What follows belongs to an exercise in optimizing a design on an open flow for small area; a production flow would make more cautious choices. RTL that was checked went through simulation tests only; none was proved equivalent to the original. No driver is modelled on the clock port, so clock power and skew are understated where the tree is cut down; a real chip needs a root buffer or a tree.

==> flow/design.v <==
`timescale 1ns / 1ps
module topTM1638(input clk_50M,
input wire rst,
output wire clk,
output wire stb,
output reg dio,
input wire [7:0] gio,
input wire [7:0] phut,
input wire [7:0] giay
);
reg [8:0] a;
reg [7:0] h, m, s;
wire tail = a[8] & ~a[7] & ~a[6] & ~a[5];    
wire cs0  = tail & a[4] & a[2];              
wire hi   = a[8] & a[7];                     
wire [8:0] t;
assign t[0] = 1'b1;
genvar i;
generate for (i = 1; i < 9; i = i + 1) begin : carry
  assign t[i] = t[i-1] & a[i-1];
end endgenerate
wire [8:0] inc = a ^ t;
always @(posedge clk_50M) begin
  a[8] <= rst | inc[8];
  a[7] <= ~rst & (cs0 | inc[7]);
  a[6] <= ~rst & (cs0 | inc[6]);
  a[5] <= ~rst & inc[5];
  a[4] <= rst | inc[4];
  a[3] <= ~rst & (cs0 | inc[3]);
  a[2] <= rst | inc[2];
  a[1] <= ~rst & (cs0 | inc[1]);
  a[0] <= ~rst & ~cs0 & ~a[0];
end
wire [2:0] d = a[7:5];      
wire [2:0] b = a[3:1];      
wire [7:0] v = (d[2] ~^ d[1]) ? (d[2] ? s : h) : m;    
wire tens  = (d == 3'd0) | (d == 3'd3) | (d == 3'd6);
wire blank = (d == 3'd2) | (d == 3'd5);
function [3:0] add3(input [3:0] x);
  add3 = (x > 4'd4) ? x + 4'd3 : x;
endfunction
wire [3:0] c1 = add3({1'b0, v[7:5]});
wire [3:0] c2 = add3({c1[2:0], v[4]});
wire [3:0] c3 = add3({c2[2:0], v[3]});
wire [3:0] c4 = add3({c3[2:0], v[2]});
wire [3:0] c5 = add3({c4[2:0], v[1]});
wire [3:0] c6 = add3({1'b0, c1[3], c2[3], c3[3]});
wire [3:0] c7 = add3({c6[2:0], c4[3]});
wire [3:0] g = tens ? {c7[2:0], c5[3]} : {c5[2:0], v[0]};
wire [6:0] seg;
assign seg[0] = g[3] | g[1] | (g[2] ~^ g[0]);
assign seg[1] = ~g[2] | (g[1] ~^ g[0]);
assign seg[2] = g[2] | ~g[1] | g[0];
assign seg[3] = g[3] | (~g[0] & ~(g[2] & ~g[1])) | (g[0] & (g[1] ^ g[2]));
assign seg[4] = ~g[0] & (~g[2] | g[1]);
assign seg[5] = (~g[1] & ~g[0]) | (g[2] & ~g[1]) | (g[2] & ~g[0]) | g[3];
assign seg[6] = g[3] | (g[2] ^ g[1]) | (g[1] & ~g[0]);
wire segbit  = ~blank & (b != 3'd7) & seg[b];
wire databit = a[4] ? (b == 3'd0) : segbit;
wire cmd_t = a[4] | (a[3] ? (~a[2] & ~a[1]) : (a[2] | a[1]));
wire cmd_h = a[4] ? (a[5] & a[3] & a[2]) : (a[3] & ~a[2] & a[1]);
wire cmdbit = a[7] ? cmd_h : cmd_t;
always @(posedge clk_50M) begin
  if (tail) begin
    h <= gio; m <= phut; s <= giay;
  end
  if (rst) dio <= 1'b0;
  else if (!cs0) dio <= a[8] ? cmdbit : databit;
end
assign stb = (tail & ((~a[4] & ~a[3] & ~a[2] & ~a[1] & a[0]) | (a[4] & (a[2] | (a[1] & a[0])))))
           | (hi & ~a[4] & a[3] & a[2] & a[1] & a[0]);
assign clk = ~a[0] | stb;
endmodule
clock: 10.0 ns
lec_check: 0
cap_margin: 20
core_margin: 2
core_utilization: 40
place_density: 0.6
slew_margin: 20
standard.sh (not shown) runs the stock make flow with config.mk's settings and CLKGATE_MAP_FILE= SYNTH_SCRIPT=/design/flow/synth_recipe.tcl, a recipe that flattens the netlist after the stock synthesis.
==> flow/flow/run.sh <==
#!/bin/bash
# Own layout flow: the standard ORFS flow (standard.sh), changed only in
#  - synthesis: the standard flow's synthesis script, but ABC maps the logic with an
#    area-oriented script (flow/abc.script) and Yosys's adder extraction is off
#    (half-adder cells would hide the logic from ABC);
#  - port buffers: the smallest buffer, sky130_fd_sc_hd__buf_1;
#  - clock tree: one clock buffer drives all registers (flow/cts_pre.tcl);
#  - power recovery (downsizing of non-critical gates) after global routing.
# Each step's full output goes to a log file in this folder.
set -euo pipefail
W=$PWD
{
  head -n 1 "$W/synth_recipe.tcl"
  echo 'proc abc {args} { set i [lsearch -exact $args -script]; if {$i >= 0} { lset args [expr {$i + 1}] $::env(MY_ABC_SCRIPT) }; yosys abc {*}$args }'
  tail -n +2 "$W/synth_recipe.tcl"
} > "$W/my_synth.tcl"
sed -e "s#$W/synth_recipe.tcl#$W/my_synth.tcl#" "$W/standard.sh" > "$W/my_standard.sh"
export MY_ABC_SCRIPT="$W/flow/abc.script"
export ADDER_MAP_FILE=
export BUFFER_PORTS_ARGS="-buffer_cell sky130_fd_sc_hd__buf_1"
export PRE_CTS_TCL="$W/flow/cts_pre.tcl"
export CLOCK_BUFFER=sky130_fd_sc_hd__buf_12
export CLOCK_BUFFERS=1
export RECOVER_POWER=100
bash "$W/my_standard.sh" synth > "$W/log_synth.txt" 2>&1
bash "$W/my_standard.sh" finish > "$W/log_finish.txt" 2>&1
Other scripts of this flow, unchanged in this note and not shown: flow/flow/abc.script, flow/flow/cts_pre.tcl
The first run finished clean.
==> next run, changes <==
--- a/flow/design.v
+++ b/flow/design.v
@@ -34,21 +34,11 @@
 wire [2:0] d = a[7:5];      
 wire [2:0] b = a[3:1];      
 wire [7:0] v = (d[2] ~^ d[1]) ? (d[2] ? s : h) : m;    
 wire tens  = (d == 3'd0) | (d == 3'd3) | (d == 3'd6);
 wire blank = (d == 3'd2) | (d == 3'd5);
-function [3:0] add3(input [3:0] x);
-  add3 = (x > 4'd4) ? x + 4'd3 : x;
-endfunction
-wire [3:0] c1 = add3({1'b0, v[7:5]});
-wire [3:0] c2 = add3({c1[2:0], v[4]});
-wire [3:0] c3 = add3({c2[2:0], v[3]});
-wire [3:0] c4 = add3({c3[2:0], v[2]});
-wire [3:0] c5 = add3({c4[2:0], v[1]});
-wire [3:0] c6 = add3({1'b0, c1[3], c2[3], c3[3]});
-wire [3:0] c7 = add3({c6[2:0], c4[3]});
-wire [3:0] g = tens ? {c7[2:0], c5[3]} : {c5[2:0], v[0]};
+wire [3:0] g = tens ? (v / 8'd10) % 8'd10 : v % 8'd10;
 wire [6:0] seg;
 assign seg[0] = g[3] | g[1] | (g[2] ~^ g[0]);
 assign seg[1] = ~g[2] | (g[1] ~^ g[0]);
 assign seg[2] = g[2] | ~g[1] | g[0];
 assign seg[3] = g[3] | (~g[0] & ~(g[2] & ~g[1])) | (g[0] & (g[1] ^ g[2]));
What happened:
- clock skew barely changes
- cell area rises by 0.60%
- wire length goes up by 0.34%
- hold slack is worse by 57 ps
- global-route usage shrinks by 1.6 points
Function not checked in the second run of this note: the RTL went through the layout flow alone. In every run of this note, the design's own scripts or RTL, not TritonCTS, make the clock network.

==> re-timing with driven ports <==
In the flow no input, the clock included, has a driving cell. The finished layouts below were timed again as built, in two steps. Step 1, drivers: a clkbuf_16 drives clk_50M and a buf_2 each remaining input, both assumed. Step 2 moves the port delays by t, midway between the first and last clock arrival at a register: inputs arrive t later, outputs are due t later. That takes back most of the time a late clock gives input paths. Slacks: ideal / step 1 / step 2; pairs: ideal / step 1.
| run | t (ns) | setup slack, ns | latest minus earliest clock arrival (ns) | worst register clock-pin slew, ns |
|---|---|---|---|---|
| the first run | 0.178 | 5.349 / 5.349 / 5.349 | 0.006 / 0.005 | 0.12 / 0.12 |
| the second run | 0.178 | 5.046 / 5.045 / 5.045 | 0.006 / 0.005 | 0.12 / 0.12 |
After both steps setup and hold are still met in every run listed. For the second run, which loses most, drivers alone change the setup slack by -0.001 ns; drivers and shift together by -0.001 ns.
